What follows belongs to an exercise in optimizing a design on an open flow for small area; a production flow would make more cautious choices. Function was checked by simulation only, so behaviour that the tests miss may differ from the original. The clock cells of runs 3 to 5 come from the design's own scripts or RTL, not from TritonCTS. The flow treats the clock pin as an ideal source. Dropping or thinning the clock tree relies on that and would not hold on a real chip. Power and IR drop assume default switching activity.

$ cat flow/run.sh
#!/bin/bash
# Own layout flow: the standard flow with these changes:
#  - synthesis maps with an area-oriented ABC script (flow/abc_area.script, run by
#    ORFS's unchanged synth scripts from a copy of the scripts folder);
#  - port buffers use the smallest buffer cell (buf_1);
#  - clock tree synthesis without dummy loads.
# Each step's full output goes to a log file in this folder.
set -euo pipefail
W=$(pwd)
rm -rf "$W/scripts_area"
cp -r "$FLOW_HOME/scripts" "$W/scripts_area"
cp "$W/flow/abc_area.script" "$W/scripts_area/abc_area.script"
bash "$W/standard.sh" "SCRIPTS_DIR=$W/scripts_area" ABC_AREA=1 synth > "$W/synth.log" 2>&1
bash "$W/standard.sh" \
  "BUFFER_PORTS_ARGS=-buffer_cell sky130_fd_sc_hd__buf_1" \
  "CTS_ARGS=-sink_clustering_enable -repair_clock_nets -dont_use_dummy_load -buf_list sky130_fd_sc_hd__clkbuf_4 -sink_clustering_size 40 -sink_clustering_max_diameter 300" \
  finish > "$W/layout.log" 2>&1
test -f "$W/out/final.def"
$ cat flow/abc_area.script
strash
&get -n
&fraig -x
&put
scorr
dc2
dretime
strash
&get -n
&dch -f
&nf -R 1000
&put
topo
dnsize -c
$ cat standard.sh
#!/bin/bash
# synth_recipe.tcl (not shown) runs the flow's synth.tcl, then flattens the netlist and writes it again
# the make line also repeats each setting of config.mk as NAME=value (left out here)
make -C /OpenROAD-flow-scripts/flow DESIGN_CONFIG=/design/flow/config.mk WORK_HOME=/design/flow/orfs CLKGATE_MAP_FILE= SYNTH_SCRIPT=/design/flow/synth_recipe.tcl "${@:-finish}"
$ cat config.mk
export PLATFORM = sky130hd
export DESIGN_NAME = dart
export DESIGN_NICKNAME = dart
export VERILOG_FILES = /design/flow/design.v
export SDC_FILE = /design/flow/constraint.sdc
export NUM_CORES = 4
export LEC_CHECK = 0
export ABC_AREA = 1
export CAP_MARGIN = 20
export CORE_MARGIN = 2
export CORE_UTILIZATION = 40
export CTS_BUF_LIST = sky130_fd_sc_hd__clkbuf_4
export CTS_CLUSTER_DIAMETER = 300
export CTS_CLUSTER_SIZE = 40
export SLEW_MARGIN = 20
$ cat constraint.sdc
create_clock -name core_clock -period 10.0 [get_ports {clk}]
set_input_delay 2.0000 -clock core_clock [delete_from_list [all_inputs] [get_ports {clk}]]
set_output_delay 2.0000 -clock core_clock [all_outputs]
set_load 0.01 [all_outputs]
$ cat design.v
`timescale 1ns / 1ps
module dart(
            game_set_o,
            player_1_done_o,
            player_2_done_o,
            player_1_win_o,
            player_2_win_o,
            player_1_pt_o,
            player_2_pt_o,
            dart_come_i,
            dart_position_x_i,
            dart_position_y_i,
            clk,
            reset
            );
localparam [2:0] START       = 3'd0;
localparam [2:0] INITIALIZE  = 3'd1;
localparam [2:0] IDLE        = 3'd2;
localparam [2:0] TOUCH       = 3'd3;
localparam [2:0] COUNT       = 3'd4;
localparam [2:0] PLAYER_DONE = 3'd5;
localparam [2:0] RESULT      = 3'd6;
localparam [2:0] FINISH      = 3'd7;
output              game_set_o;
output              player_1_done_o;
output              player_2_done_o;
output              player_1_win_o;
output              player_2_win_o;
output [8:0]        player_1_pt_o;
output [8:0]        player_2_pt_o;
input               dart_come_i;
input  [7:0]        dart_position_x_i;
input  [7:0]        dart_position_y_i;
input               clk;
input               reset;
reg  [2:0]          state;
reg  [2:0]          next_state;
reg  [8:0]          player_1_point;
reg  [8:0]          player_2_point;
reg  [5:0]          dart_point;
reg  [1:0]          counter;
reg                 who_turn;
genvar gi;
function ge5;
    input [4:0] a;
    input [4:0] b;
    integer i;
    reg g;
    begin
        g = 1'b1;
        for (i = 0; i < 5; i = i + 1) g = (a[i] & ~b[i]) | (~(a[i] ^ b[i]) & g);
        ge5 = g;
    end
endfunction
wire [7:0] px = dart_position_x_i;
wire [7:0] py = dart_position_y_i;
wire on_board = (px[7:5] == 3'd0) && (py[7:5] == 3'd0) && (px[4:0] != 5'd31) && (py[4:0] != 5'd31);
wire [3:0] px_inc = {px[3] ^ (px[2] & px[1] & px[0]), px[2] ^ (px[1] & px[0]), px[1] ^ px[0], ~px[0]};
wire [3:0] py_inc = {py[3] ^ (py[2] & py[1] & py[0]), py[2] ^ (py[1] & py[0]), py[1] ^ py[0], ~py[0]};
wire [3:0] ax = px[4] ? px_inc : ~px[3:0];
wire [3:0] ay = py[4] ? py_inc : ~py[3:0];
wire       right = px[4];      
wire       upper = ~py[4];     
wire lt = ~ge5({1'b0, ax}, {1'b0, ay});       
wire eq = (ax == ay);
wire [3:0] lo = lt ? ax : ay;
wire [3:0] hi = lt ? ay : ax;
wire [1:0] ring_m;
wire rg_n11;
wire rg_n12;
wire rg_n13;
wire rg_n14;
wire rg_n15;
wire rg_n16;
wire rg_n17;
wire rg_n18;
wire rg_n19;
wire rg_n20;
wire rg_n21;
wire rg_n22;
wire rg_n23;
wire rg_n24;
wire rg_n25;
wire rg_n26;
wire rg_n27;
wire rg_n28;
wire rg_n29;
wire rg_n30;
wire rg_n31;
wire rg_n32;
wire rg_n33;
wire rg_n34;
wire rg_n35;
wire rg_n36;
wire rg_n37;
wire rg_n38;
wire rg_n39;
wire rg_n40;
wire rg_n41;
wire rg_n42;
wire rg_n43;
wire rg_n44;
wire rg_n45;
wire rg_n46;
wire rg_n47;
wire rg_n48;
wire rg_n49;
wire rg_n50;
wire rg_n51;
wire rg_n52;
wire rg_n54;
wire rg_n55;
wire rg_n56;
wire rg_n57;
wire rg_n58;
wire rg_n59;
wire rg_n60;
wire rg_n61;
wire rg_n62;
wire rg_n63;
wire rg_n64;
wire rg_n65;
assign rg_n11 = (~lo[0] & ~hi[2]);
assign rg_n12 = (lo[3] & rg_n11);
assign rg_n13 = (hi[3] & hi[2]);
assign rg_n14 = (~hi[0] & rg_n13);
assign rg_n15 = (~lo[1] & rg_n14);
assign rg_n16 = (~rg_n12 & ~rg_n15);
assign rg_n17 = (~hi[1] & ~rg_n16);
assign rg_n18 = (~lo[1] & hi[3]);
assign rg_n19 = (hi[1] & hi[0]);
assign rg_n20 = (lo[0] & rg_n19);
assign rg_n21 = (~hi[2] & rg_n20);
assign rg_n22 = (rg_n18 & ~rg_n21);
assign rg_n23 = (~lo[0] & ~rg_n13);
assign rg_n24 = (~rg_n18 & ~rg_n23);
assign rg_n25 = (lo[3] & ~rg_n24);
assign rg_n26 = (~rg_n22 & rg_n25);
assign rg_n27 = (~rg_n17 & ~rg_n26);
assign rg_n28 = (~lo[2] & ~rg_n27);
assign rg_n29 = (lo[2] & lo[1]);
assign rg_n30 = (~rg_n11 & rg_n29);
assign rg_n31 = (~lo[2] & ~hi[2]);
assign rg_n32 = (~lo[2] & ~lo[1]);
assign rg_n33 = (~lo[0] & rg_n32);
assign rg_n34 = (hi[2] & ~rg_n33);
assign rg_n35 = (~lo[1] & ~lo[0]);
assign rg_n36 = (~rg_n34 & rg_n35);
assign rg_n37 = (~rg_n31 & ~rg_n36);
assign rg_n38 = (~rg_n30 & rg_n37);
assign rg_n39 = (~hi[0] & ~rg_n38);
assign rg_n40 = (~hi[1] & ~rg_n30);
assign rg_n41 = (hi[3] & ~rg_n40);
assign rg_n42 = (~lo[1] & rg_n31);
assign rg_n43 = (~rg_n29 & ~rg_n42);
assign rg_n44 = (~rg_n34 & rg_n43);
assign rg_n45 = (rg_n19 & ~rg_n44);
assign rg_n46 = (~lo[3] & ~rg_n45);
assign rg_n47 = (rg_n41 & rg_n46);
assign rg_n48 = (~rg_n39 & rg_n47);
assign rg_n49 = (~lo[3] & ~hi[3]);
assign rg_n50 = (~rg_n19 & rg_n49);
assign rg_n51 = (rg_n42 & rg_n50);
assign rg_n52 = (~rg_n48 & ~rg_n51);
assign ring_m[1] = ~((~rg_n28 & rg_n52));
assign rg_n54 = (lo[3] & hi[3]);
assign rg_n55 = (rg_n20 & rg_n54);
assign rg_n56 = (~rg_n13 & ~rg_n55);
assign rg_n57 = (hi[1] & ~rg_n33);
assign rg_n58 = (lo[3] & ~rg_n11);
assign rg_n59 = (~rg_n57 & ~rg_n58);
assign rg_n60 = (hi[0] & rg_n29);
assign rg_n61 = (~rg_n19 & ~rg_n60);
assign rg_n62 = (rg_n59 & rg_n61);
assign rg_n63 = (~rg_n56 & ~rg_n62);
assign rg_n64 = (lo[3] & ~rg_n32);
assign rg_n65 = (~rg_n51 & ~rg_n64);
assign ring_m[0] = (~rg_n63 & rg_n65);
wire bull = (hi[3:2] == 2'd0) && !(hi[1] && hi[0]) && !(lo[1] && hi[1]);
wire ob0 = (lo == 4'd0) || (lo == 4'd1 && (hi[3] || hi[2] & hi[1] & hi[0])) || (lo == 4'd2 && hi[3] & hi[2] & (hi[1] | hi[0]));
wire ob1 = ge5({1'b0, hi}, {lo, 1'b0});
reg  [4:0] sector_val;
always @(*) begin
    if (bull)            sector_val = 5'd25;
    else if (lt & ob0)   case ({right, upper}) 2'd0: sector_val = 5'd3; 2'd1: sector_val = 5'd20; 2'd2: sector_val = 5'd3; default: sector_val = 5'd20; endcase
    else if (lt & ob1)   case ({right, upper}) 2'd0: sector_val = 5'd19; 2'd1: sector_val = 5'd5; 2'd2: sector_val = 5'd17; default: sector_val = 5'd1; endcase
    else if (lt)         case ({right, upper}) 2'd0: sector_val = 5'd7; 2'd1: sector_val = 5'd12; 2'd2: sector_val = 5'd2; default: sector_val = 5'd18; endcase
    else if (eq)         case ({right, upper}) 2'd0: sector_val = 5'd16; 2'd1: sector_val = 5'd12; 2'd2: sector_val = 5'd2; default: sector_val = 5'd4; endcase
    else if (~ob1)       case ({right, upper}) 2'd0: sector_val = 5'd16; 2'd1: sector_val = 5'd9; 2'd2: sector_val = 5'd15; default: sector_val = 5'd4; endcase
    else if (~ob0)       case ({right, upper}) 2'd0: sector_val = 5'd8; 2'd1: sector_val = 5'd14; 2'd2: sector_val = 5'd10; default: sector_val = 5'd13; endcase
    else                 case ({right, upper}) 2'd0: sector_val = 5'd11; 2'd1: sector_val = 5'd11; 2'd2: sector_val = 5'd6; default: sector_val = 5'd6; endcase
end
wire [1:0] mult = ring_m & {2{on_board}};
wire [5:0] pa = {6{mult[0]}} & {1'b0, sector_val};
wire [5:0] pb = {6{mult[1]}} & {sector_val, 1'b0};
wire [6:0] pc;
wire [5:0] lookup_point;
assign pc[0] = 1'b0;
generate for (gi = 0; gi < 6; gi = gi + 1) begin : g_mul
    assign lookup_point[gi] = pa[gi] ^ pb[gi] ^ pc[gi];
    assign pc[gi+1] = (pa[gi] & pb[gi]) | ((pa[gi] ^ pb[gi]) & pc[gi]);
end endgenerate
wire p1_win = (player_1_point == 9'd0);
wire p2_win = (player_2_point == 9'd0);
assign player_1_done_o = (state == PLAYER_DONE) && !who_turn;
assign player_2_done_o = (state == PLAYER_DONE) && who_turn;
assign player_1_win_o  = p1_win;
assign player_2_win_o  = p2_win;
assign player_1_pt_o   = player_1_point;
assign player_2_pt_o   = player_2_point;
assign game_set_o      = (state == PLAYER_DONE) && (p1_win || p2_win);
always @(*) begin
    case (state)
        START:       next_state = INITIALIZE;
        INITIALIZE:  next_state = IDLE;
        IDLE:        next_state = dart_come_i ? TOUCH : IDLE;
        TOUCH:       next_state = COUNT;
        COUNT:       next_state = PLAYER_DONE;
        PLAYER_DONE: next_state = (p1_win || p2_win) ? RESULT : IDLE;
        RESULT:      next_state = FINISH;
        default:     next_state = FINISH;
    endcase
end
always @(posedge clk) begin
    if (~reset) state <= START;
    else        state <= next_state;
end
always @(posedge clk) begin
    dart_point <= lookup_point;
end
wire [8:0] cur_point = who_turn ? player_2_point : player_1_point;
wire [8:0] sub_b = {3'd0, dart_point};
wire [9:0] brw;
wire [8:0] diff;
assign brw[0] = 1'b0;
generate for (gi = 0; gi < 9; gi = gi + 1) begin : g_sub
    assign diff[gi]  = cur_point[gi] ^ sub_b[gi] ^ brw[gi];
    assign brw[gi+1] = (~cur_point[gi] & sub_b[gi]) | (~(cur_point[gi] ^ sub_b[gi]) & brw[gi]);
end endgenerate
wire bust = brw[9];
wire init_st = (state == INITIALIZE);
wire ld1 = init_st | ((state == COUNT) & ~who_turn & ~bust);
wire ld2 = init_st | ((state == COUNT) &  who_turn & ~bust);
wire [8:0] new_point = init_st ? 9'd501 : diff;
wire en1 = reset & ld1, hold1 = reset & ~ld1;
wire en2 = reset & ld2, hold2 = reset & ~ld2;
always @(posedge clk) begin
    player_1_point <= ({9{en1}} & new_point) | ({9{hold1}} & player_1_point);
    player_2_point <= ({9{en2}} & new_point) | ({9{hold2}} & player_2_point);
end
always @(posedge clk) begin
    if (~reset)                      counter <= 2'd0;
    else if (state == TOUCH)         counter <= (counter == 2'd2) ? 2'd0 : counter + 2'd1;
    else if (state == COUNT && bust) counter <= 2'd0;
end
always @(posedge clk) begin
    if (~reset)                                       who_turn <= 1'b0;
    else if (state == PLAYER_DONE && counter == 2'd0) who_turn <= ~who_turn;
end
endmodule
==> results_dict.tcl, run 1 <==
set metrics [dict create \
    total_power_mw 0.406 \
    ant_nets 0 \
    drc 0 \
    utilization_pct 46.6 \
    grt_pass1_wl_mm 8.65 \
    relSlewSlack_pct 51.0 \
    route.top_layer_used "met4" \
    p_clk_share_pct 14.6 \
    cp-start-kind "input pin" \
    synth_area_mm2 0.00228 \
    synth_edf_count 0 \
    worstMarginPinSlew_ns 0.733 \
    ys_top_cells_by_area "dfxtp_1, ha_1, fa_1" \
    grt-ovfl-total 0 \
    wl_met3_um 218 \
    crit_cells 27 \
    num_io_pins 42 \
    diodes 0 \
    gp_congestion 0.857 \
    dr.first_iter.drc_count 94 \
    layout.nets 371 \
    critical_path_arrival_ns 7.85 \
    worstPathRequired_ns 10.21 \
    dieWidth_um 79.5 \
    antenna_found_initial 0 \
    crit_path_max_fanout 19 \
    dieHeight_um 79.5 \
    grt_start_max_net_pins 20 \
    rrSetupSlack_ns 5.27 \
    wl_met1_mm 2.38 \
    power_leakage_nw 0.986 \
    cts.clk_slew.worst_paths_ns 0.08 \
    worstRegToRegCells 16 \
    rows 27 \
    clk_path_buf_depth 2 \
    area_growth_pct 12.3 \
    crit_type "in -> reg" \
    cellPowerDensity_mw_per_mm2 158 \
    combPwrFrac_pct 50.2 \
    end_kind "register" \
    setup.worst_path.start "dart_position_y_i[0]" \
    post_cts_resized 0 \
    ys_seq_area_share_pct 26.3 \
    avgSynthCellArea_um2 8.27 \
    synth_top_cell_by_area "dfxtp_1" \
    clock_skew_ns 0.0210 \
    critPathMostFrequentCell "ha_1" \
    core_area_mm2 0.00551 \
    final_layout_size_suffix_gt1_share_pct 1.87 \
    hpwl_mm 4.09 \
    dr.pass1.iters 4 \
    yosysMostFrequentCell "nor2_1" \
    postSynth.asyncResetShare_pct 0 \
    critPathSlowestCell "a21oi_2" \
    endpoint "dart_point[4]" \
    critical_path_buf_inv_count 4 \
    setup_tns_ns 0 \
    cts_tree "built" \
    ys_top_cells_by_count "nor2_1, dfxtp_1, nand2_1, ha_1, clkinv_1" \
    power_frac_seq_pct 35.2 \
    vias 2142 \
    first_global_vias 1949 \
    fin_crit_ns 7.64 \
    intPower_mw 0.230 \
    grt_use_total_pct 17.0 \
    switchingPower_mw 0.177 \
    timing.rr.end "player_2_point[3]" \
    slew_violations 0 \
    worst_r2r_startpoint "who_turn" \
    cts_root_buf "clkbuf_4" \
    io_buffers 41 \
    tritoncts.num_buffers 5 \
    hold_buffers 0 \
    rsz0062_at_grt "false" \
    yosys_warnings 1 \
    initial_utilization_pct 41.4 \
    synth.top_cell.area_share_pct 26.3 \
    netlist_instances 276 \
    syn-num-nets 324 \
    setup_viol 0 \
    cts_sinks 30 \
    synth_cell_types 41 \
    clock_latency_ns 0.32 \
    swShare_pct 43.5 \
    ys_ff_latch 30 \
    max-cap-violations 0 \
    n_fill_cell 559 \
    max_freq_mhz 131 \
    routedWlPerCell_um 13.1 \
    cpPeakStageDelay_ns 0.56 \
    totalWireLength_mm 5.16 \
    synth_flop_cell "dfxtp_1" \
    die_area_mm2 0.00633 \
    cts_setup_buffers 0 \
    outcome "finished clean" \
    worst_path_dominant_cell_family "adder cells" \
    ir_drop_v 0.0000766 \
    fin_crit_sh_pct 76.4 \
    hold_viol_final 0 \
    wl_met2_mm 2.48 \
    holdCritPathClass "reg -> reg" \
    hold_depth 1 \
    vias_per_cell 5.45 \
    htree_levels 2 \
]
worst min path at each step:
stage | from | to
6_report | counter[1] | counter[1]
5_1_grt | counter[1] | counter[1]
4_1_cts | counter[1] | counter[1]
3_5_place_dp | counter[1] | counter[1]
3_3_place_gp | counter[1] | counter[1]
2_1_floorplan | counter[1] | counter[1]
power by group through the flow:
stage	sequential (mW)	combinational, mW	clock (mW)
floorplan	0.147	0.147	0
global placement	0.146	0.201	0
detailed placement	0.146	0.201	0
CTS	0.143	0.202	0.0619
global route	0.145	0.231	0.0669
finish	0.143	0.204	0.0591
placed cells by master (no fill, tap or decap), types with 2 or more instances in the layout:
cell type / n
o21ai_0: 14
nand2b_1: 6
nand2_1: 29
clkinv_1: 18
nor2_1: 32
xnor2_1: 3
fa_1: 8
o21a_1: 2
and2_0: 5
o211ai_1: 5
nor3_1: 8
nor4_1: 3
nor2b_1: 8
a21oi_1: 14
nor3b_1: 2
xor2_1: 2
nand4_1: 5
nand3_1: 4
nand4b_1: 2
or4_1: 2
dfxtp_1: 30
a21o_1: 2
mux2i_1: 10
a221o_1: 2
a22o_1: 16
o31ai_1: 3
ha_1: 21
clkbuf_4: 5
a31oi_1: 2
or2_0: 2
a32o_1: 2
a211oi_1: 3
buf_1: 41
metrics by stage:
stage | area, um2 | std cells | hold slack, ns | setup slack, ns
6_report | 2560 | 393 | 0.467 | 2.36
5_1_grt | 2560 | 393 | 0.518 | 1.74
4_1_cts | 2560 | 393 | 0.466 | 1.98
3_5_place_dp | 2520 | 388 | 0.452 | 1.63
3_3_place_gp | 2520 | 388 | 0.451 | 1.71
2_1_floorplan | 2280 | 276 | 0.425 | 2.58
routing by layer:
layer  vias to the layer above  global-route usage (%)
met5                         -                       0
met4                         0                    6.55
met3                         5                    2.49
met2                        68                    30.0
met1                       972                    20.8
li1                       1097                       -
logic make-up after synthesis:
kind of cell	synth area share [%]
DFF	26.3
buffers and inverters	3.12
adders and majority gates	18.5
AOI/OAI and AO/OA	21.9
xor gates and xnor gates	1.92
and+or+nand+nor	23.3
muxes	4.88
sequential cells by signal, indices dropped and copies added (netlist names):
register and cells:
state 3, player_1_point 9, who_turn 1, player_2_point 9
counter 2, dart_point 6
area by class of cell:
cell class              instances  area, um2  share of cell area [%]
repair buffers                 41        154                    6.00
multi-input cells             227       1610                    63.0
inverters                      18       67.6                    2.64
flip-flops and latches         30        601                    23.4
well taps                      72       90.1                    3.51
clock buffers                   5       37.5                    1.46
==> run 2: changes to the inputs <==
==> flow/run.sh (replaced) <==
#!/bin/bash
# Own layout flow: the standard flow with these changes:
#  - synthesis maps with an area-oriented ABC script (flow/abc_area.script, run by
#    ORFS's unchanged synth scripts from a copy of the scripts folder) and leaves
#    adders to ABC instead of mapping them to full/half-adder cells first;
#  - port buffers use the smallest buffer cell (buf_1);
#  - clock tree synthesis without dummy loads.
# Each step's full output goes to a log file in this folder.
set -euo pipefail
W=$(pwd)
rm -rf "$W/scripts_area"
cp -r "$FLOW_HOME/scripts" "$W/scripts_area"
cp "$W/flow/abc_area.script" "$W/scripts_area/abc_area.script"
bash "$W/standard.sh" "SCRIPTS_DIR=$W/scripts_area" ABC_AREA=1 ADDER_MAP_FILE= synth > "$W/synth.log" 2>&1
bash "$W/standard.sh" \
  "BUFFER_PORTS_ARGS=-buffer_cell sky130_fd_sc_hd__buf_1" \
  "CTS_ARGS=-sink_clustering_enable -repair_clock_nets -dont_use_dummy_load -buf_list sky130_fd_sc_hd__clkbuf_4 -sink_clustering_size 40 -sink_clustering_max_diameter 300" \
  finish > "$W/layout.log" 2>&1
test -f "$W/out/final.def"
==> flow/abc_area.script (replaced) <==
strash
 ifraig
 dc2
 balance -l
 resub -K 6 -l
 rewrite -l
 resub -K 6 -N 2 -l
 refactor -l
 resub -K 8 -l
 balance -l
 resub -K 8 -N 2 -l
 rewrite -l
 resub -K 10 -l
 rewrite -z -l
 resub -K 10 -N 2 -l
 balance -l
 resub -K 12 -l
 refactor -z -l
 resub -K 12 -N 2 -l
 rewrite -z -l
 balance -l
 dc2
 balance -l
 resub -K 6 -l
 rewrite -l
 resub -K 6 -N 2 -l
 refactor -l
 resub -K 8 -l
 balance -l
 resub -K 8 -N 2 -l
 rewrite -l
 resub -K 10 -l
 rewrite -z -l
 resub -K 10 -N 2 -l
 balance -l
 resub -K 12 -l
 refactor -z -l
 resub -K 12 -N 2 -l
 rewrite -z -l
 balance -l
 dch -f
 amap
==> results_dict.tcl, run 2 <==
set metrics [dict create \
    ant_nets 0 \
    ys_seq_area_share_pct 29.9 \
    globalRouteMet1Util_pct 28.5 \
    clock_latency_ns 0.32 \
    setup_tns_ns 0 \
    rows 25 \
    final_common_cell "clkinv_1" \
    synth.top_cell.area_share_pct 29.9 \
    postSynth.asyncResetShare_pct 0 \
    netlist_instances 310 \
    worstMarginPinSlew_ns 0.709 \
    ys_top_cells_by_area "dfxtp_1, o22ai_1, clkinv_1" \
    dr.pass1.iters 4 \
    core_area_mm2 0.00479 \
    critPathSlowestCell "clkinv_1" \
    power_leakage_nw 0.732 \
    gr-max-usage-layer "met2" \
    max-cap-violations 0 \
    holdCritPathClass "reg -> reg" \
    final_cell_mix "clkinv_1, nor2_1, buf_1, o22ai_1, o21ai_0" \
    cellPowerDensity_mw_per_mm2 162 \
    whs_ns 0.486 \
    end_kind "register" \
    slew_violations 0 \
    total_power_mw 0.370 \
    fin_cells 423 \
    top_regs "player_1_point x9, player_2_point x9, dart_point x6" \
    path_cells "buf_1, clkinv_1, a21oi_1, o21ai_0, o21ai_0, clkinv_1, nor2_1, o221ai_1, o21ai_1, clkinv_1, o22ai_1, clkinv_1, a211oi_1, o21ai_0, a31oi_1, clkinv_1, nor2_1, o221ai_1, or2_0, nor2_1, a21oi_1, and2_0, o21ai_0, o21ai_0" \
    tritoncts.num_buffers 5 \
    cts_sinks 30 \
    htree_levels 2 \
    post_cts_resized 0 \
    first_global_vias 2144 \
    relSlewSlack_pct 52.4 \
    cpPeakStageDelay_ns 0.49 \
    hold_viol_final 0 \
    hold_depth 1 \
    worstRegToRegCells 20 \
    outcome "finished clean" \
    synth_flop_cell "dfxtp_1" \
    grt_use_total_pct 21.4 \
    dr.first_iter.drc_count 125 \
    grt_start_max_net_pins 14 \
    ys_ff_latch 30 \
    io_buffers 41 \
    ir_drop_v 0.0000669 \
    ys_top_cells_by_count "clkinv_1, nor2_1, o22ai_1, o21ai_0, dfxtp_1" \
    crit_type "in -> reg" \
    cp-start-kind "input pin" \
    cts_root_buf "clkbuf_4" \
    synth_edf_count 0 \
    hpwl_mm 4.29 \
    worst_slack_ns 2.35 \
    crit_path_max_fanout 13 \
    fin_crit_ns 7.65 \
    place_inst 418 \
    grt_use_met3_pct 4.95 \
    num_io_pins 42 \
    grt_pass1_wl_mm 9.36 \
    diodes 0 \
    yosysMostFrequentCell "clkinv_1" \
    max_freq_mhz 131 \
    critical_path_arrival_ns 7.84 \
    synth_area_mm2 0.00201 \
    cts.clk_slew.worst_paths_ns 0.10 \
    routedWlPerCell_um 12.9 \
    clk_path_buf_depth 2 \
    dieHeight_um 74.9 \
    setup_viol 0 \
    fin_crit_sh_pct 76.5 \
    dieWidth_um 74.9 \
    grt-ovfl-total 0 \
    cts_tree "built" \
    initial_utilization_pct 42.0 \
    synth_top_cell_by_area "dfxtp_1" \
    syn-num-nets 329 \
    hold_buffers 0 \
    avgSynthCellArea_um2 6.48 \
    vias 2343 \
    vias_per_cell 5.54 \
    synth_cell_types 30 \
    die_area_mm2 0.00561 \
    area_growth_pct 13.7 \
    cts_setup_buffers 0 \
    worstPathRequired_ns 10.19 \
    grt_use_met2_pct 34.2 \
    layout.nets 377 \
    gp_congestion 0.931 \
    antenna_found_initial 0 \
    yosys_warnings 1 \
    clock_skew_ns 0.0337 \
    dp_slack_ns 2.00 \
    rsz0062_at_grt "false" \
    drc 0 \
    totalWireLength_mm 5.47 \
    final_layout_size_suffix_gt1_share_pct 1.40 \
]
-- run 2: path summary, 6_finish.rpt --
path	slack (ns)	from	end
worst max-delay path	2.35	dart_position_y_i[4]	dart_point[5]
worst min register to register	0.49	counter[1]	counter[1]
worst max register to register	5.50	who_turn	player_2_point[7]
worst min-delay path	0.49	counter[1]	counter[1]
-- run 2: routing by layer --
metal | wire length (um) | share of wire [%]
met5 | 0 | 0
met4 | 79 | 1.4
met3 | 305 | 5.6
met2 | 2520 | 46
met1 | 2570 | 47
-- run 2: area by class of cell --
| cell class | instances | area (um2) |
|---|---|---|
| tap | 67 | 83.8 |
| clock buffer | 5 | 37.5 |
| multi-input combinational | 221 | 1190 |
| timing repair buffer | 41 | 154 |
| sequential | 30 | 601 |
| inverter | 59 | 221 |
| fill | 525 | 2500 |
-- run 2: per-stage QoR --
step | instance area [um2] | util (%)
global placement | 2250 | 47.0
finish | 2280 | 47.7
global route | 2280 | 47.7
floorplan | 2010 | -
detailed placement | 2250 | 47.0
CTS | 2280 | 47.7
-- run 2: cell families after synthesis --
logic type / share of synthesized area [%]
AO/OA/AOI/OAI: 38.0
buffers and inverters: 11.0
AND/OR/NAND/NOR: 21.0
flip-flops: 29.9
-- run 2: critical path, delay by kind of cell --
kind            cells  cell delay (ns)
simple gates        5             1.21
buf+inv             6             1.48
compound gates     13             3.13
-- run 2: power by group --
part / leakage, nW / switching (mW) / internal, mW
registers: 0.244 / 0.0102 / 0.131
clock network: 0.0230 / 0.0373 / 0.0234
logic: 0.465 / 0.111 / 0.0568
==> run 3: changes to the inputs <==
--- a/design.v
+++ b/design.v
@@ -13,14 +13,11 @@
             clk,
             reset
             );
-localparam [2:0] START       = 3'd0;
-localparam [2:0] INITIALIZE  = 3'd1;
-localparam [2:0] IDLE        = 3'd2;
-localparam [2:0] TOUCH       = 3'd3;
-localparam [2:0] COUNT       = 3'd4;
-localparam [2:0] PLAYER_DONE = 3'd5;
-localparam [2:0] RESULT      = 3'd6;
-localparam [2:0] FINISH      = 3'd7;
+localparam [1:0] PH_IDLE  = 2'd0, PH_TOUCH = 2'd1, PH_COUNT = 2'd2, PH_DONE  = 2'd3;
+localparam [3:0] START      = 4'b0011;
+localparam [3:0] INITIALIZE = 4'b0111;
+localparam [3:0] RESULT     = 4'b1011;
+localparam [3:0] FINISH     = 4'b1111;
 output              game_set_o;
 output              player_1_done_o;
 output              player_2_done_o;
@@ -33,12 +30,11 @@
 input  [7:0]        dart_position_y_i;
 input               clk;
 input               reset;
-reg  [2:0]          state;
-reg  [2:0]          next_state;
+reg  [3:0]          state;
+reg  [3:0]          next_state;
 reg  [8:0]          player_1_point;
 reg  [8:0]          player_2_point;
 reg  [5:0]          dart_point;
-reg  [1:0]          counter;
 reg                 who_turn;
 genvar gi;
 function ge5;
@@ -202,24 +198,33 @@
 end endgenerate
 wire p1_win = (player_1_point == 9'd0);
 wire p2_win = (player_2_point == 9'd0);
-assign player_1_done_o = (state == PLAYER_DONE) && !who_turn;
-assign player_2_done_o = (state == PLAYER_DONE) && who_turn;
+wire [1:0] phase = state[3:2];
+wire [1:0] cnt   = state[1:0];
+wire special  = (cnt == 2'd3);
+wire st_done  = (phase == PH_DONE) & ~special;
+wire st_count = (phase == PH_COUNT) & ~special;
+assign player_1_done_o = st_done && !who_turn;
+assign player_2_done_o = st_done && who_turn;
 assign player_1_win_o  = p1_win;
 assign player_2_win_o  = p2_win;
 assign player_1_pt_o   = player_1_point;
 assign player_2_pt_o   = player_2_point;
-assign game_set_o      = (state == PLAYER_DONE) && (p1_win || p2_win);
+assign game_set_o      = st_done && (p1_win || p2_win);
 always @(*) begin
-    case (state)
-        START:       next_state = INITIALIZE;
-        INITIALIZE:  next_state = IDLE;
-        IDLE:        next_state = dart_come_i ? TOUCH : IDLE;
-        TOUCH:       next_state = COUNT;
-        COUNT:       next_state = PLAYER_DONE;
-        PLAYER_DONE: next_state = (p1_win || p2_win) ? RESULT : IDLE;
-        RESULT:      next_state = FINISH;
-        default:     next_state = FINISH;
-    endcase
+    if (special) begin
+        case (phase)
+            2'd0:    next_state = INITIALIZE;
+            2'd1:    next_state = {PH_IDLE, 2'd0};
+            default: next_state = FINISH;
+        endcase
+    end else begin
+        case (phase)
+            PH_IDLE:  next_state = dart_come_i ? {PH_TOUCH, cnt} : state;
+            PH_TOUCH: next_state = {PH_COUNT, (cnt == 2'd2) ? 2'd0 : cnt + 2'd1};
+            PH_COUNT: next_state = {PH_DONE, bust ? 2'd0 : cnt};
+            default:  next_state = (p1_win || p2_win) ? RESULT : {PH_IDLE, cnt};
+        endcase
+    end
 end
 always @(posedge clk) begin
     if (~reset) state <= START;
@@ -239,8 +244,8 @@
 end endgenerate
 wire bust = brw[9];
 wire init_st = (state == INITIALIZE);
-wire ld1 = init_st | ((state == COUNT) & ~who_turn & ~bust);
-wire ld2 = init_st | ((state == COUNT) &  who_turn & ~bust);
+wire ld1 = init_st | (st_count & ~who_turn & ~bust);
+wire ld2 = init_st | (st_count &  who_turn & ~bust);
 wire [8:0] new_point = init_st ? 9'd501 : diff;
 wire en1 = reset & ld1, hold1 = reset & ~ld1;
 wire en2 = reset & ld2, hold2 = reset & ~ld2;
@@ -249,12 +254,7 @@
     player_2_point <= ({9{en2}} & new_point) | ({9{hold2}} & player_2_point);
 end
 always @(posedge clk) begin
-    if (~reset)                      counter <= 2'd0;
-    else if (state == TOUCH)         counter <= (counter == 2'd2) ? 2'd0 : counter + 2'd1;
-    else if (state == COUNT && bust) counter <= 2'd0;
-end
-always @(posedge clk) begin
     if (~reset)                                       who_turn <= 1'b0;
-    else if (state == PLAYER_DONE && counter == 2'd0) who_turn <= ~who_turn;
+    else if (st_done && cnt == 2'd0) who_turn <= ~who_turn;
 end
 endmodule
==> flow/run.sh (replaced) <==
#!/bin/bash
# Own layout flow: the standard flow (standard.sh, ORFS) with these changes:
#  - synthesis maps with an area-oriented ABC script (flow/abc_area.script) and
#    leaves adders to ABC instead of mapping them to full/half-adder cells first;
#  - port buffers use the smallest buffer cell (buf_1);
#  - the clock is distributed by one clock buffer (flow/clock_buffer.tcl) in place of
#    TritonCTS's tree; the rest of ORFS's CTS step runs unchanged.
# ORFS runs from a copy of its scripts folder that differs only in those two files.
# Each step's full output goes to a log file in this folder.
set -euo pipefail
W=$(pwd)
S="$W/scripts_own"
rm -rf "$S"
cp -r "$FLOW_HOME/scripts" "$S"
cp "$W/flow/abc_area.script" "$S/abc_area.script"
cp "$W/flow/clock_buffer.tcl" "$S/clock_buffer.tcl"
python3 - "$S/cts.tcl" <<'PY'
import sys
p = sys.argv[1]
s = open(p).read()
old = "log_cmd clock_tree_synthesis {*}$cts_args"
assert s.count(old) == 1
open(p, "w").write(s.replace(old, "source $::env(SCRIPTS_DIR)/clock_buffer.tcl"))
PY
bash "$W/standard.sh" "SCRIPTS_DIR=$S" ABC_AREA=1 ADDER_MAP_FILE= synth > "$W/synth.log" 2>&1
bash "$W/standard.sh" "SCRIPTS_DIR=$S" \
  "BUFFER_PORTS_ARGS=-buffer_cell sky130_fd_sc_hd__buf_1" \
  "CLOCK_BUFFER_CELL=sky130_fd_sc_hd__clkbuf_16" \
  finish > "$W/layout.log" 2>&1
test -f "$W/out/final.def"
==> flow/abc_area.script (replaced) <==
strash
ifraig
dc2
balance -l
resub -K 6 -l
rewrite -l
resub -K 6 -N 2 -l
refactor -l
resub -K 8 -l
balance -l
resub -K 8 -N 2 -l
rewrite -l
resub -K 10 -l
rewrite -z -l
resub -K 10 -N 2 -l
balance -l
resub -K 12 -l
refactor -z -l
resub -K 12 -N 2 -l
rewrite -z -l
balance -l
dc2
balance -l
resub -K 6 -l
rewrite -l
resub -K 6 -N 2 -l
refactor -l
resub -K 8 -l
balance -l
resub -K 8 -N 2 -l
rewrite -l
resub -K 10 -l
rewrite -z -l
resub -K 10 -N 2 -l
balance -l
resub -K 12 -l
refactor -z -l
resub -K 12 -N 2 -l
rewrite -z -l
balance -l
dch -f
amap -E 0.5
==> flow/clock_buffer.tcl (new file) <==
# Clock distribution for a small design: one clock buffer, placed at the centroid of
# the registers, drives every clock sink. It replaces TritonCTS's H-tree inside
# ORFS's cts.tcl; the rest of that step (legalisation, timing repair) is unchanged.
set cb_db [ord::get_db]
set cb_block [ord::get_db_block]
set cb_src [lindex [get_property [lindex [all_clocks] 0] sources] 0]
set cb_bterm [$cb_block findBTerm [get_full_name $cb_src]]
set cb_clk_net [$cb_bterm getNet]
set cb_master [$cb_db findMaster $::env(CLOCK_BUFFER_CELL)]
set cb_inst [odb::dbInst_create $cb_block $cb_master clkbuf_root]
set cb_net [odb::dbNet_create $cb_block clknet_root]
$cb_net setSigType CLOCK
$cb_clk_net setSigType CLOCK
set cb_n 0
set cb_sx 0
set cb_sy 0
foreach cb_it [$cb_clk_net getITerms] {
  set cb_i [$cb_it getInst]
  $cb_it disconnect
  $cb_it connect $cb_net
  set cb_box [$cb_i getBBox]
  set cb_sx [expr {$cb_sx + ([$cb_box xMin] + [$cb_box xMax]) / 2}]
  set cb_sy [expr {$cb_sy + ([$cb_box yMin] + [$cb_box yMax]) / 2}]
  incr cb_n
}
[$cb_inst findITerm A] connect $cb_clk_net
[$cb_inst findITerm X] connect $cb_net
$cb_inst setLocation [expr {$cb_sx / $cb_n}] [expr {$cb_sy / $cb_n}]
$cb_inst setPlacementStatus PLACED
puts "clock_buffer: $::env(CLOCK_BUFFER_CELL) drives $cb_n clock sinks"
set_propagated_clock [all_clocks]
--- a/config.mk
+++ b/config.mk
@@ -9,7 +9,5 @@
 export CAP_MARGIN = 20
 export CORE_MARGIN = 2
 export CORE_UTILIZATION = 40
-export CTS_BUF_LIST = sky130_fd_sc_hd__clkbuf_4
-export CTS_CLUSTER_DIAMETER = 300
-export CTS_CLUSTER_SIZE = 40
+export GPL_TIMING_DRIVEN = 0
 export SLEW_MARGIN = 20
==> results_dict.tcl, run 3 <==
set metrics [dict create \
    outcome "finished clean" \
    placed_area_mm2 0.00219 \
    fin_crit_ns 7.92 \
    ys_top_cells_by_area "dfxtp_1, o22ai_1, o21ai_0" \
    p_clk_share_pct 9.4 \
    cp-start-kind "input pin" \
    holdCritPathClass "reg -> reg" \
    swShare_pct 47.8 \
    hold-path-endpoint "player_1_point[3]" \
    rsz0062_at_grt "false" \
    postSynth.asyncResetShare_pct 0 \
    whs_ns 0.512 \
    netlist_instances 301 \
    multi_input_area_mm2 0.00120 \
    crit_path_max_fanout 13 \
    final_layout_size_suffix_gt1_share_pct 0.583 \
    core_area_mm2 0.00472 \
    cts_setup_buffers 0 \
    crit_type "in -> reg" \
    critPathSlowestCell "o22ai_1" \
    hold_viol_final 0 \
    fin_cells 410 \
    setup_tns_ns 0 \
    route.top_layer_used "met4" \
    setup_viol 0 \
    timing.rr.end "player_1_point[1]" \
    post_cts_resized 0 \
    final_common_cell "nor2_1" \
    yosysMostFrequentCell "nor2_1" \
    place_inst 409 \
    avgSynthCellArea_um2 6.48 \
    grt_use_total_pct 19.2 \
    clock_latency_ns 0.17 \
    syn-num-nets 320 \
    grt_start_max_net_pins 30 \
    worstRegToRegCells 21 \
    fin_crit_sh_pct 79.2 \
    wl_met2_mm 2.48 \
    ys_ff_latch 29 \
    worst_slack_ns 2.08 \
    end_kind "register" \
    rows 25 \
    dieWidth_um 73.8 \
    top_regs "player_1_point x9, player_2_point x9, dart_point x6" \
    hold_depth 2 \
    vias 2257 \
    regArea_um2 581 \
    critPathMostFrequentCell "nor2_1" \
    totalWireLength_mm 5.21 \
    ant_nets 0 \
    dp_slack_ns 1.97 \
    drc 0 \
    routedWlPerCell_um 12.7 \
    synth_flop_cell "dfxtp_1" \
    area_growth_pct 13.7 \
    synth_area_mm2 0.00195 \
    synth_top_cell_by_area "dfxtp_1" \
    first_global_vias 1971 \
    initial_utilization_pct 41.3 \
    hold_buffers 0 \
    gp_congestion 0.858 \
    grt_pass1_wl_mm 8.83 \
    max-cap-violations 0 \
    critical_path_arrival_ns 8.00 \
    die_area_mm2 0.00545 \
    antenna_found_initial 0 \
    combPwrFrac_pct 54.7 \
    n_fill_cell 518 \
    max_freq_mhz 126 \
    ir_drop_v 0.000107 \
    worstPathRequired_ns 10.08 \
    ys_top_cells_by_count "nor2_1, clkinv_1, o21ai_0, o22ai_1, dfxtp_1" \
    clock_skew_ns 0.00282 \
    cts.clk_slew.worst_paths_ns 0.11 \
    hpwl_mm 4.12 \
    wl_met1_mm 2.54 \
    relSlewSlack_pct 44.5 \
    final_cell_mix "nor2_1, clkinv_1, buf_1, o22ai_1, o21ai_0" \
    layout.nets 364 \
    dieHeight_um 73.8 \
    switchingPower_mw 0.247 \
    synth.top_cell.area_share_pct 29.8 \
    cellPowerDensity_mw_per_mm2 233 \
    total_power_mw 0.517 \
    synth_edf_count 0 \
    holdCritStartpoint "player_1_point[3]" \
    diodes 0 \
    io_buffers 41 \
    worst_r2r_startpoint "who_turn" \
    intPower_mw 0.270 \
    worstMarginPinSlew_ns 0.827 \
    dr.first_iter.drc_count 126 \
    fin_area_mm2 0.00222 \
    dr.pass1.iters 4 \
    synth_cell_types 30 \
    rrSetupSlack_ns 5.23 \
    slew_violations 0 \
    utilization_pct 47.0 \
    grt-ovfl-total 0 \
    power_frac_seq_pct 36.0 \
    vias_per_cell 5.50 \
    cpPeakStageDelay_ns 0.64 \
    ys_seq_area_share_pct 29.8 \
    yosys_warnings 1 \
    num_io_pins 42 \
    power_leakage_nw 0.704 \
    wl_met3_um 164 \
]
-- run 3: cell types whose count changed after synthesis, moves of 5 or more --
cell,previous run,this run
nand2_1,17,25
a22oi_1,8,2
a21oi_1,19,11
a211oi_1,3,8
clkinv_1,59,47
-- run 3: how the worst max path moves through the flow --
stage                          to            startpoint  slack (ns)
floorplan           dart_point[4]  dart_position_y_i[4]        3.31
global placement    dart_point[4]  dart_position_y_i[4]        1.74
detailed placement  dart_point[4]  dart_position_y_i[4]        1.97
CTS                 dart_point[4]  dart_position_y_i[4]        2.17
global route        dart_point[4]  dart_position_y_i[4]        1.40
finish              dart_point[4]  dart_position_y_i[4]        2.08
-- run 3: routing by layer --
layer  global-route usage, %  vias to the layer above
li1                        -                     1189
met1                    28.2                     1011
met2                    32.7                       55
met3                   0.412                        2
met4                    1.21                        0
met5                       0                        -
-- run 3: power groups by stage --
| stage | sequential, mW | clock [mW] | combinational (mW) |
|---|---|---|---|
| 2_1_floorplan | 0.195 | 0 | 0.189 |
| 3_3_place_gp | 0.187 | 0 | 0.280 |
| 3_5_place_dp | 0.189 | 0 | 0.282 |
| 4_1_cts | 0.186 | 0.0507 | 0.283 |
| 5_1_grt | 0.191 | 0.0551 | 0.324 |
| 6_report | 0.186 | 0.0485 | 0.282 |
-- run 3: cells by family (layout without fill, tap and decap cells) --
| logic type | Yosys count | after routing | synth area share [%] |
|---|---|---|---|
| compound gates | 117 | 117 | 36.6 |
| xor+xnor | 1 | 1 | 0.449 |
| buf+inv | 47 | 89 | 9.04 |
| flops | 29 | 29 | 29.8 |
| simple gates | 107 | 107 | 24.2 |
-- run 3: final cells by class --
cell class                 instances  area share, %
buffer                             1           1.13
inverter                          47           7.95
multi-input combinational        225           54.0
timing repair buffer              41           6.94
sequential                        29           26.2
tap                               67           3.78
-- run 3: worst max-delay path, delay by kind of cell --
family	cells	cell delay [ns]
AOI/OAI and AO/OA	11	2.68
and+or+nand+nor	14	1.81
buffers and inverters	6	1.50
==> run 4: changes to the inputs <==
--- a/design.v
+++ b/design.v
@@ -13,7 +13,7 @@
             clk,
             reset
             );
-localparam [1:0] PH_IDLE  = 2'd0, PH_TOUCH = 2'd1, PH_COUNT = 2'd2, PH_DONE  = 2'd3;
+localparam [1:0] PH_IDLE  = 2'd2, PH_TOUCH = 2'd3, PH_COUNT = 2'd0, PH_DONE  = 2'd1;
 localparam [3:0] START      = 4'b0011;
 localparam [3:0] INITIALIZE = 4'b0111;
 localparam [3:0] RESULT     = 4'b1011;
==> results_dict.tcl, run 4 <==
set metrics [dict create \
    layout.nets 358 \
    grt_pass1_wl_mm 8.59 \
    relSlewSlack_pct 45.4 \
    ys_top_cells_by_area "dfxtp_1, o22ai_1, clkinv_1" \
    avgSynthCellArea_um2 6.60 \
    outcome "finished clean" \
    top_regs "player_1_point x9, player_2_point x9, dart_point x6" \
    final_layout_size_suffix_gt1_share_pct 0.890 \
    max_freq_mhz 132 \
    synth.top_cell.area_share_pct 29.9 \
    die_area_mm2 0.00542 \
    fin_crit_sh_pct 75.9 \
    ys_top_cells_by_count "clkinv_1, nor2_1, o22ai_1, dfxtp_1, nand2_1" \
    dr.pass1.iters 4 \
    setup_viol 0 \
    area_growth_pct 13.3 \
    max-cap-violations 0 \
    vias_per_cell 5.83 \
    timing.rr.end "player_2_point[0]" \
    crit_type "in -> reg" \
    synth_top_cell_by_area "dfxtp_1" \
    rrSetupSlack_ns 5.22 \
    critPathSlowestCell "o22ai_1" \
    setup.worst_path.start "dart_position_y_i[4]" \
    antenna_found_initial 0 \
    final_common_cell "clkinv_1" \
    fin_crit_ns 7.59 \
    clock_latency_ns 0.17 \
    worstMarginPinSlew_ns 0.814 \
    worstPathRequired_ns 10.07 \
    drc 0 \
    cellPowerDensity_mw_per_mm2 244 \
    utilization_pct 46.9 \
    hold_buffers 0 \
    worstRegToRegCells 22 \
    vias 2279 \
    clock_skew_ns 0.00253 \
    cts_setup_buffers 0 \
    final_cell_mix "clkinv_1, nor2_1, buf_1, o22ai_1" \
    rsz0062_at_grt "false" \
    ir_drop_v 0.000101 \
    ys_seq_area_share_pct 29.9 \
    slew_violations 0 \
    grt_start_max_net_pins 30 \
    synth_cell_types 30 \
    cp-start-kind "input pin" \
    netlist_instances 294 \
    synth_flop_cell "dfxtp_1" \
    holdCritPathClass "reg -> reg" \
    cpPeakStageDelay_ns 0.61 \
    num_io_pins 42 \
    core_area_mm2 0.00469 \
    dr.first_iter.drc_count 192 \
    yosysMostFrequentCell "clkinv_1" \
    critical_path_arrival_ns 7.65 \
    setup_tns_ns 0 \
    hold_viol_final 0 \
    synth_area_mm2 0.00194 \
    crit_path_max_fanout 10 \
    place_inst 390 \
    grt-ovfl-total 0 \
    initial_utilization_pct 41.4 \
    power_leakage_nw 0.685 \
    grt_use_total_pct 19.0 \
    syn-num-nets 313 \
    synth_edf_count 0 \
    totalWireLength_mm 5.32 \
    dieWidth_um 73.7 \
    rows 25 \
    diodes 0 \
    hold_depth 2 \
    dieHeight_um 73.7 \
    gp_congestion 0.807 \
    critPathMostFrequentCell "clkinv_1" \
    io_buffers 41 \
    first_global_vias 1946 \
    endpoint "dart_point[4]" \
    post_cts_resized 0 \
    fin_cells 391 \
    hpwl_mm 4.07 \
    routedWlPerCell_um 13.6 \
    worst_r2r_startpoint "who_turn" \
    yosys_warnings 1 \
    ant_nets 0 \
    end_kind "register" \
    ys_ff_latch 29 \
    cts.clk_slew.worst_paths_ns 0.11 \
    postSynth.asyncResetShare_pct 0 \
]
==> run 4: cell types whose count changed in the layout (fill, tap and decap cells not counted), moves of 2 or more <==
| cell | delta |
|---|---|
| o21ai_0 | -13 |
| a21oi_1 | +7 |
| nor2_1 | -5 |
| o221ai_1 | +5 |
| nand2_1 | +4 |
| nor3_1 | -4 |
| o22ai_1 | +4 |
| a22oi_1 | +2 |
| o21a_1 | -2 |
==> run 4: how the worst min path moves through the flow <==
stage | from | to | slack, ns
CTS | player_2_point[1] | player_2_point[1] | 0.51
global route | player_2_point[1] | player_2_point[1] | 0.54
detailed placement | player_2_point[1] | player_2_point[1] | 0.49
finish | player_2_point[1] | player_2_point[1] | 0.51
global placement | player_2_point[1] | player_2_point[1] | 0.49
floorplan | state[3] | state[3] | 0.47
==> run 4: area by class of cell <==
cell class,count,area (um2)
tap,54,67.6
buffer,1,25.0
multi-input combinational,219,1190
timing repair buffer,42,161
sequential,29,581
inverter,46,173
fill,513,2490
==> run 4: metrics by stage <==
stage / setup slack [ns] / cell area [um2] / hold slack [ns] / power, mW
3_3_place_gp: 1.66 / 2160 / 0.489 / 0.482
6_report: 2.41 / 2200 / 0.512 / 0.536
2_1_floorplan: 3.32 / 1940 / 0.471 / 0.396
5_1_grt: 1.78 / 2200 / 0.536 / 0.587
3_5_place_dp: 2.43 / 2170 / 0.490 / 0.486
4_1_cts: 2.60 / 2200 / 0.508 / 0.535
==> run 4: cell families (layout without fill, tap and decap cells) <==
logic type             after synthesis  after routing  synth area share [%]
AO/OA/AOI/OAI                      122            122                  39.8
AND/OR/NAND/NOR                     96             96                  21.0
buffers and inverters               46             89                  8.90
flip-flops                          29             29                  29.9
XOR/XNOR                             1              1                 0.451
==> run 4: per-layer routing <==
| layer | track usage (%) | up-vias | part of all wire [%] |
|---|---|---|---|
| met5 | 0 | - | 0 |
| met3 | 1.37 | 2 | 5.0 |
| met4 | 1.82 | 0 | 0.36 |
| met2 | 30.5 | 64 | 44 |
| met1 | 28.8 | 1036 | 51 |
| li1 | - | 1177 | - |
==> run 4: critical path: cells and delay by family <==
family / cells / cell delay [ns]
buf+inv: 9 / 1.77
simple gates: 7 / 0.79
compound gates: 14 / 3.09
==> run 4: report_power, final <==
group | switching [mW] | leakage (nW) | internal [mW] | total [mW]
sequential | 0.0330 | 0.237 | 0.151 | 0.184
clock | 0.0310 | 0.0123 | 0.0187 | 0.0496
combinational | 0.196 | 0.436 | 0.106 | 0.302
total | 0.259 | 0.685 | 0.276 | 0.536
==> run 5: changes to the inputs <==
--- a/config.mk
+++ b/config.mk
@@ -6,8 +6,8 @@
 export NUM_CORES = 4
 export LEC_CHECK = 0
 export ABC_AREA = 1
-export CAP_MARGIN = 20
+export CAP_MARGIN = 0
 export CORE_MARGIN = 2
 export CORE_UTILIZATION = 40
 export GPL_TIMING_DRIVEN = 0
-export SLEW_MARGIN = 20
+export SLEW_MARGIN = 0
==> results_dict.tcl, run 5 <==
set metrics [dict create \
    whs_ns 0.513 \
    fin_cells 390 \
    clock_skew_ns 0.00298 \
    intPower_mw 0.275 \
    timing.rr.end "player_2_point[6]" \
    rsz0062_at_grt "false" \
    switchingPower_mw 0.259 \
    setup_viol 0 \
    slew_violations 0 \
    synth_flop_cell "dfxtp_1" \
    worst_r2r_startpoint "who_turn" \
    end_kind "register" \
    yosys_warnings 1 \
    ys_top_cells_by_count "clkinv_1, nor2_1, o22ai_1, dfxtp_1, nand2_1" \
    num_io_pins 42 \
    ys_top_cells_by_area "dfxtp_1, o22ai_1, clkinv_1" \
    grt_use_total_pct 19.0 \
    max_freq_mhz 126 \
    place_inst 389 \
    initial_utilization_pct 41.4 \
    swShare_pct 48.5 \
    setup.worst_path.start "dart_position_y_i[4]" \
    rrSetupSlack_ns 4.76 \
    outcome "finished clean" \
    dr.pass1.iters 5 \
    dieWidth_um 73.7 \
    endpoint "dart_point[4]" \
    hpwl_mm 4.09 \
    ys_ff_latch 29 \
    io_buffers 41 \
    critical_path_arrival_ns 8.06 \
    ir_drop_v 0.000101 \
    synth_top_cell_by_area "dfxtp_1" \
    synth_area_mm2 0.00194 \
    fin_crit_ns 7.95 \
    fin_crit_sh_pct 79.5 \
    diodes 0 \
    synth_edf_count 0 \
    worstRegToRegCells 22 \
    first_global_vias 1857 \
    rows 25 \
    yosysMostFrequentCell "clkinv_1" \
    grt_pass1_wl_mm 8.54 \
    hold_buffers 0 \
    utilization_pct 46.6 \
    drc 0 \
    dieHeight_um 73.7 \
    crit_path_max_fanout 16 \
    area_growth_pct 12.7 \
    setup_tns_ns 0 \
    gp_congestion 0.807 \
    crit_type "in -> reg" \
    synth_cell_types 30 \
    hold_viol_final 0 \
    synth.top_cell.area_share_pct 29.9 \
    cellPowerDensity_mw_per_mm2 244 \
    postSynth.asyncResetShare_pct 0 \
    p_clk_share_pct 9.2 \
    top_regs "player_1_point x9, player_2_point x9, dart_point x6" \
    holdCritStartpoint "player_1_point[5]" \
    netlist_instances 294 \
    final_cell_mix "clkinv_1, nor2_1, buf_1, o22ai_1" \
    core_area_mm2 0.00469 \
    syn-num-nets 313 \
    max-cap-violations 0 \
    avgSynthCellArea_um2 6.60 \
    cts.clk_slew.worst_paths_ns 0.11 \
    ys_seq_area_share_pct 29.9 \
    antenna_found_initial 0 \
    dr.first_iter.drc_count 183 \
    vias_per_cell 5.92 \
    final_common_cell "clkinv_1" \
    grt-ovfl-total 0 \
    cts_setup_buffers 0 \
    clock_latency_ns 0.17 \
    vias 2309 \
    worstMarginPinSlew_ns 1.27 \
    cp-start-kind "input pin" \
    grt_start_max_net_pins 30 \
    power_frac_seq_pct 34.5 \
    hold_depth 2 \
    die_area_mm2 0.00542 \
    ant_nets 0 \
    combPwrFrac_pct 56.3 \
    worstPathRequired_ns 10.11 \
    totalWireLength_mm 5.27 \
    holdCritPathClass "reg -> reg" \
    power_leakage_nw 0.678 \
    relSlewSlack_pct 14.6 \
    final_layout_size_suffix_gt1_share_pct 0.298 \
    routedWlPerCell_um 13.5 \
    post_cts_resized 0 \
    layout.nets 357 \
]
run 5: cell counts after synthesis:
No cell type changed its count.
run 5: power groups by stage:
stage          Sequential, mW  Clock (mW)  Combinational (mW)
2_1_floorplan           0.194           0               0.202
3_3_place_gp            0.186           0               0.296
3_5_place_dp            0.187           0               0.297
4_1_cts                 0.184      0.0504               0.298
5_1_grt                 0.188      0.0539               0.340
6_report                0.184      0.0493               0.300
run 5: per-layer routing:
layer  vias up  global-route usage [%]  share of wire, %
met1      1066                    29.3                50
met5         -                       0                 0
li1       1176                       -                 -
met2        65                    31.3                46
met4         0                   0.404              0.36
met3         2                   0.412               4.2
run 5: worst max-delay path: stages:
cell	delay, ns
buf_1	0.31
clkinv_1	0.29
a21oi_1	0.23
clkinv_1	0.10
nand2_1	0.09
nand2_1	0.06
o21ai_0	0.31
nand2_1	0.20
clkinv_1	0.11
nor2_1	0.07
clkinv_1	0.08
o221ai_1	0.14
o21ai_1	0.58
clkinv_1	0.52
o22ai_1	0.50
a22oi_1	0.13
o22ai_1	0.40
clkinv_1	0.27
o311ai_0	0.49
o22ai_1	0.14
a21oi_1	0.18
o21a_1	0.16
nor2_1	0.07
nand2_1	0.14
a21oi_1	0.11
a21oi_1	0.22
nor2_1	0.06
a21oi_1	0.11
run 5: cells by family after synthesis:
| logic type | synth area share [%] |
|---|---|
| xor+xnor | 0.451 |
| compound gates | 39.8 |
| simple gates | 21.0 |
| flops | 29.9 |
| buf+inv | 8.90 |
run 5: final cells by class:
cell class                 instances  area, um2
buffer                             1       25.0
inverter                          46        173
fill                             512       2500
sequential                        29        581
multi-input combinational        219       1190
tap                               54       67.6
timing repair buffer              41        154
run 5: per-stage QoR:
step                      power (mW)  worst slack [ns]  area (um2)
final                          0.534              2.05        2190
after global placement         0.482              1.66        2160
after global routing           0.582              1.40        2190
after floorplan                0.396              3.32        1940
after CTS                      0.533              2.21        2190
after detailed placement       0.484              2.07        2160
run 5: worst min-delay path by stage:
stage                        end  slack, ns
2_1_floorplan           state[3]       0.47
3_3_place_gp   player_2_point[1]       0.49
3_5_place_dp   player_2_point[1]       0.49
4_1_cts        player_2_point[1]       0.51
5_1_grt        player_1_point[5]       0.53
6_report       player_1_point[5]       0.51

[port drivers added, routing unchanged]
Ports are ideal in the flow. The routed layouts listed here were re-timed in OpenROAD. Step 1 sets driving cells, clkbuf_16 on the clock port and buf_2 on the other inputs (assumed; they add their load-dependent delay and slew). Step 2 moves the port delays by t, midway between the first and last clock arrival at a register: inputs arrive t later, outputs are due t later. That takes back most of the time a late clock gives input paths. a / b / c = ideal ports / drivers / drivers and shift; a / b = the first two.
| run | t, ns | setup slack, ns | worst setup path at the end |
|---|---|---|---|
| run 1 | 0.334 | 2.365 / 2.371 / 2.037 | input to register |
| run 2 | 0.329 | 2.353 / 2.357 / 2.028 | input to register |
| run 3 | 0.195 | 2.080 / 2.087 / 1.892 | input to register |
| run 4 | 0.198 | 2.415 / 2.418 / 2.221 | input to register |
| run 5 | 0.198 | 2.049 / 2.054 / 1.857 | input to register |
After both steps setup and hold are still met in every run listed. For run 1, which loses most, drivers alone change the setup slack by +0.006 ns; drivers and shift together by -0.328 ns.
